From an optimization exercise on the open Yosys and OpenROAD flow, aimed at small area and a short achievable clock period; shortcuts taken in it are not production practice.
RTL that was checked went through simulation tests only; none was proved equivalent to the original.
No activity file was given, so power comes from the tool's default toggle rates.

Design lab1, start of the top module:
module lab1(clear, sign, bcd_out, overflow, c, a, b, f, w, clk);
==> flow/config.mk <==
export PLATFORM = sky130hd
export DESIGN_NAME = lab1
export DESIGN_NICKNAME = lab1
export VERILOG_FILES = /design/flow/design.v
export SDC_FILE = /design/flow/constraint.sdc
export NUM_CORES = 4
export LEC_CHECK = 0
export ABC_AREA = 1
export CAP_MARGIN = 20
export CORE_MARGIN = 2
export CORE_UTILIZATION = 30
export SLEW_MARGIN = 20
==> flow/constraint.sdc <==
create_clock -name core_clock -period 15.0 [get_ports {clk}]
set_input_delay 3.0000 -clock core_clock [delete_from_list [all_inputs] [get_ports {clk}]]
set_output_delay 3.0000 -clock core_clock [all_outputs]
set_load 0.01 [all_outputs]
standard.sh (not shown) runs the stock make flow with config.mk's settings and CLKGATE_MAP_FILE= SYNTH_SCRIPT=/design/flow/synth_recipe.tcl, a recipe that flattens the netlist after the stock synthesis.
==> flow/flow/run.sh <==
#!/bin/bash
# The standard layout (the standard.sh, unchanged synthesis), with one change:
# the port buffers that ORFS inserts at global placement use sky130_fd_sc_hd__buf_2
# instead of the cell buffer_ports picks by default (clkdlybuf4s50_1, a slow delay cell).
set -euo pipefail
export BUFFER_PORTS_ARGS="-buffer_cell sky130_fd_sc_hd__buf_2"
bash standard.sh > standard_flow.log 2>&1
The starting point passed the timing, design-rule and antenna checks.
Then changed:
==> flow/flow/run.sh (replaced) <==
#!/bin/bash
# The standard layout (the standard.sh, unchanged synthesis), with two changes:
# - the port buffers that ORFS inserts at global placement use sky130_fd_sc_hd__buf_2
#   instead of the default pick (clkdlybuf4s50_1, a slow delay cell);
# - repair_timing aims for 9 ns of setup slack instead of 0, so that it keeps sizing
#   and buffering the paths that set the achieved period.
set -euo pipefail
export BUFFER_PORTS_ARGS="-buffer_cell sky130_fd_sc_hd__buf_2"
export SETUP_SLACK_MARGIN=9
bash standard.sh > standard_flow.log 2>&1
Global-route usage is higher by 3.0 points.
Final cell count goes up by 9.9%.
Synthesized area does not change.
Worst hold slack is worse by 0.086 ns.
Worst setup slack gets better by 0.31 ns.
Total power climbs by 77%.
Die area does not change.
First-iteration DRC count drops by 22%.
Clock-buffer cell count stays the same.
Core utilization rose by 14 points.
Then changed:
==> flow/flow/run.sh (replaced) <==
#!/bin/bash
# The standard layout (the standard.sh, unchanged synthesis), with two changes:
# - the port buffers that ORFS inserts at global placement use sky130_fd_sc_hd__buf_2
#   instead of the default pick (clkdlybuf4s50_1, a slow delay cell);
# - repair_timing aims for 8 ns of setup slack instead of 0, so that it keeps sizing
#   and buffering the paths that set the achieved period.
set -euo pipefail
export BUFFER_PORTS_ARGS="-buffer_cell sky130_fd_sc_hd__buf_2"
export SETUP_SLACK_MARGIN=8
bash standard.sh > standard_flow.log 2>&1
After rerunning: The changed run ran to the end with no violations. First-iteration DRC count climbs by well over a third. Design area decreases by a few percent. Core utilization is lower by 1.8 points. Synthesized area stays the same. Setup slack improved by 0.18 ns. Via count is higher by a few percent. Cell count goes up slightly.
No run of this note included a check of the RTL's function; only the layout flow was run.

lab1 again, from the RTL that the note above started with.
Settings: LEC_CHECK=0, ABC_AREA=1, CAP_MARGIN=20, CORE_MARGIN=2, CORE_UTILIZATION=30, SLEW_MARGIN=20, TNS_END_PERCENT=0; clock period 15.0 ns.
==> flow/flow/run.sh <==
#!/bin/bash
# The standard layout (the standard.sh, unchanged synthesis), with two changes:
# - the port buffers that ORFS inserts at global placement use sky130_fd_sc_hd__buf_2
#   instead of the default pick (clkdlybuf4s50_1, a slow delay cell);
# - repair_timing aims for 9 ns of setup slack instead of 0, so that it keeps sizing
#   and buffering the paths that set the achieved period.
set -euo pipefail
export BUFFER_PORTS_ARGS="-buffer_cell sky130_fd_sc_hd__buf_2"
export SETUP_SLACK_MARGIN=9
bash standard.sh > standard_flow.log 2>&1
The baseline produced a clean layout.
Then changed:
==> flow/flow/run.sh (replaced) <==
#!/bin/bash
# The standard layout (the standard.sh, unchanged synthesis), with two changes:
# - the port buffers that ORFS inserts at global placement use sky130_fd_sc_hd__buf_2
#   instead of the default pick (clkdlybuf4s50_1, a slow delay cell);
# - repair_timing aims for 8 ns of setup slack instead of 0, so that it keeps sizing
#   and buffering the paths that set the achieved period.
set -euo pipefail
export BUFFER_PORTS_ARGS="-buffer_cell sky130_fd_sc_hd__buf_2"
export SETUP_SLACK_MARGIN=8
bash standard.sh > standard_flow.log 2>&1
Core utilization stays the same.
Synthesized area is unchanged.
Global-route usage stays the same.
Synthesized cell count does not change.
Wire length is unchanged.
Non-clock buffer count stays the same.
Total power does not change.
Cell count does not change.
No run of this note included a check of the RTL's function; only the layout flow was run.

lab1, a different RTL version from the one above (not shown whole).
Size in the first run: ~12 flip-flops.
Settings: LEC_CHECK=0, ABC_AREA=1, CAP_MARGIN=20, CORE_MARGIN=2, CORE_UTILIZATION=30, SLEW_MARGIN=20; clock period 15.0 ns.
run.sh (not shown) runs the stock make flow with config.mk's settings and CLKGATE_MAP_FILE= SYNTH_SCRIPT=/design/flow/synth_recipe.tcl, a recipe that flattens the netlist after the stock synthesis.
Stock flow here: none of the scripts above is used.
The first run finished with timing, DRC and antenna clean.
Rerun with:
==> flow/flow/run.sh (new file) <==
#!/bin/bash
# The standard layout (the standard.sh), with two changes:
# - the port buffers that ORFS inserts at global placement use sky130_fd_sc_hd__buf_2
#   instead of the default pick (clkdlybuf4s50_1, a slow delay cell);
# - no adder map file, so Yosys's extract_fa step is skipped and ABC maps the adder
#   logic with the other gates (extract_fa wraps its full adders in inverters).
#   The registers are the same as the standard synthesis's.
set -euo pipefail
export BUFFER_PORTS_ARGS="-buffer_cell sky130_fd_sc_hd__buf_2"
export ADDER_MAP_FILE=
bash standard.sh > standard_flow.log 2>&1
==> flow/standard.sh (new file) <==
#!/bin/bash
# synth_recipe.tcl (not shown) runs the flow's synth.tcl, then flattens the netlist and writes it again
# the make line also repeats each setting of config.mk as NAME=value (left out here)
make -C /OpenROAD-flow-scripts/flow DESIGN_CONFIG=/design/flow/config.mk WORK_HOME=/design/flow/orfs CLKGATE_MAP_FILE= SYNTH_SCRIPT=/design/flow/synth_recipe.tcl "${@:-finish}"
removed: flow/run.sh
Result:
- hold slack is worse by 530 ps
- via count went up by about 15%
- wire length came out higher by about 6%
- power goes down by 18%
- critical path depth rises by 2
- non-clock buffer count does not change
- die area drops by about 2.3%

==> afterwards: timing with drivers on the ports <==
In the flow no input, the clock included, has a driving cell. The finished layouts below were timed again as built, in two steps. Step 1 (the two cells are an assumption about what drives the block):
set clk [get_ports {clk}]
set_driving_cell -lib_cell sky130_fd_sc_hd__clkbuf_16 $clk
set_driving_cell -lib_cell sky130_fd_sc_hd__buf_2 [delete_from_list [all_inputs] $clk]
Step 2 adds t to the input delays and takes it off the output delays; t is the mean of the earliest and latest rising clock arrival at the registers after step 1. Input paths then give back, and output paths get back, about the clock's delay inside the block. Slacks: ideal / step 1 / step 2; pairs: ideal / step 1.
run	shift t [ns]	setup WS [ns]	hold WS [ns]	worst setup path at the end	cell pins on the clock port's net
the first run of note 1	0.272	6.765 / 6.732 / 6.927	3.112 / 3.103 / 3.375	input to output	1
the second run of note 1	0.273	7.078 / 7.018 / 6.807	3.025 / 3.054 / 3.327	input to register	1
the third run of note 1	0.263	7.253 / 7.234 / 6.971	3.078 / 3.085 / 3.348	input to register	1
the first run of note 2	0.266	7.144 / 7.120 / 6.864	3.108 / 3.123 / 3.389	input to register	1
the second run of note 2	0.266	7.144 / 7.120 / 6.864	3.108 / 3.123 / 3.389	input to register	1
the first run of note 3	0.274	5.839 / 5.801 / 5.801	3.596 / 3.585 / 3.812	input to output	1
the second run of note 3	0.271	6.916 / 6.870 / 6.870	3.061 / 3.046 / 3.317	input to output	1
After both steps every run listed still meets setup and hold. The setup slack of the third run of note 1, which loses most, moves by -0.019 ns with the drivers and by -0.282 ns with both steps.
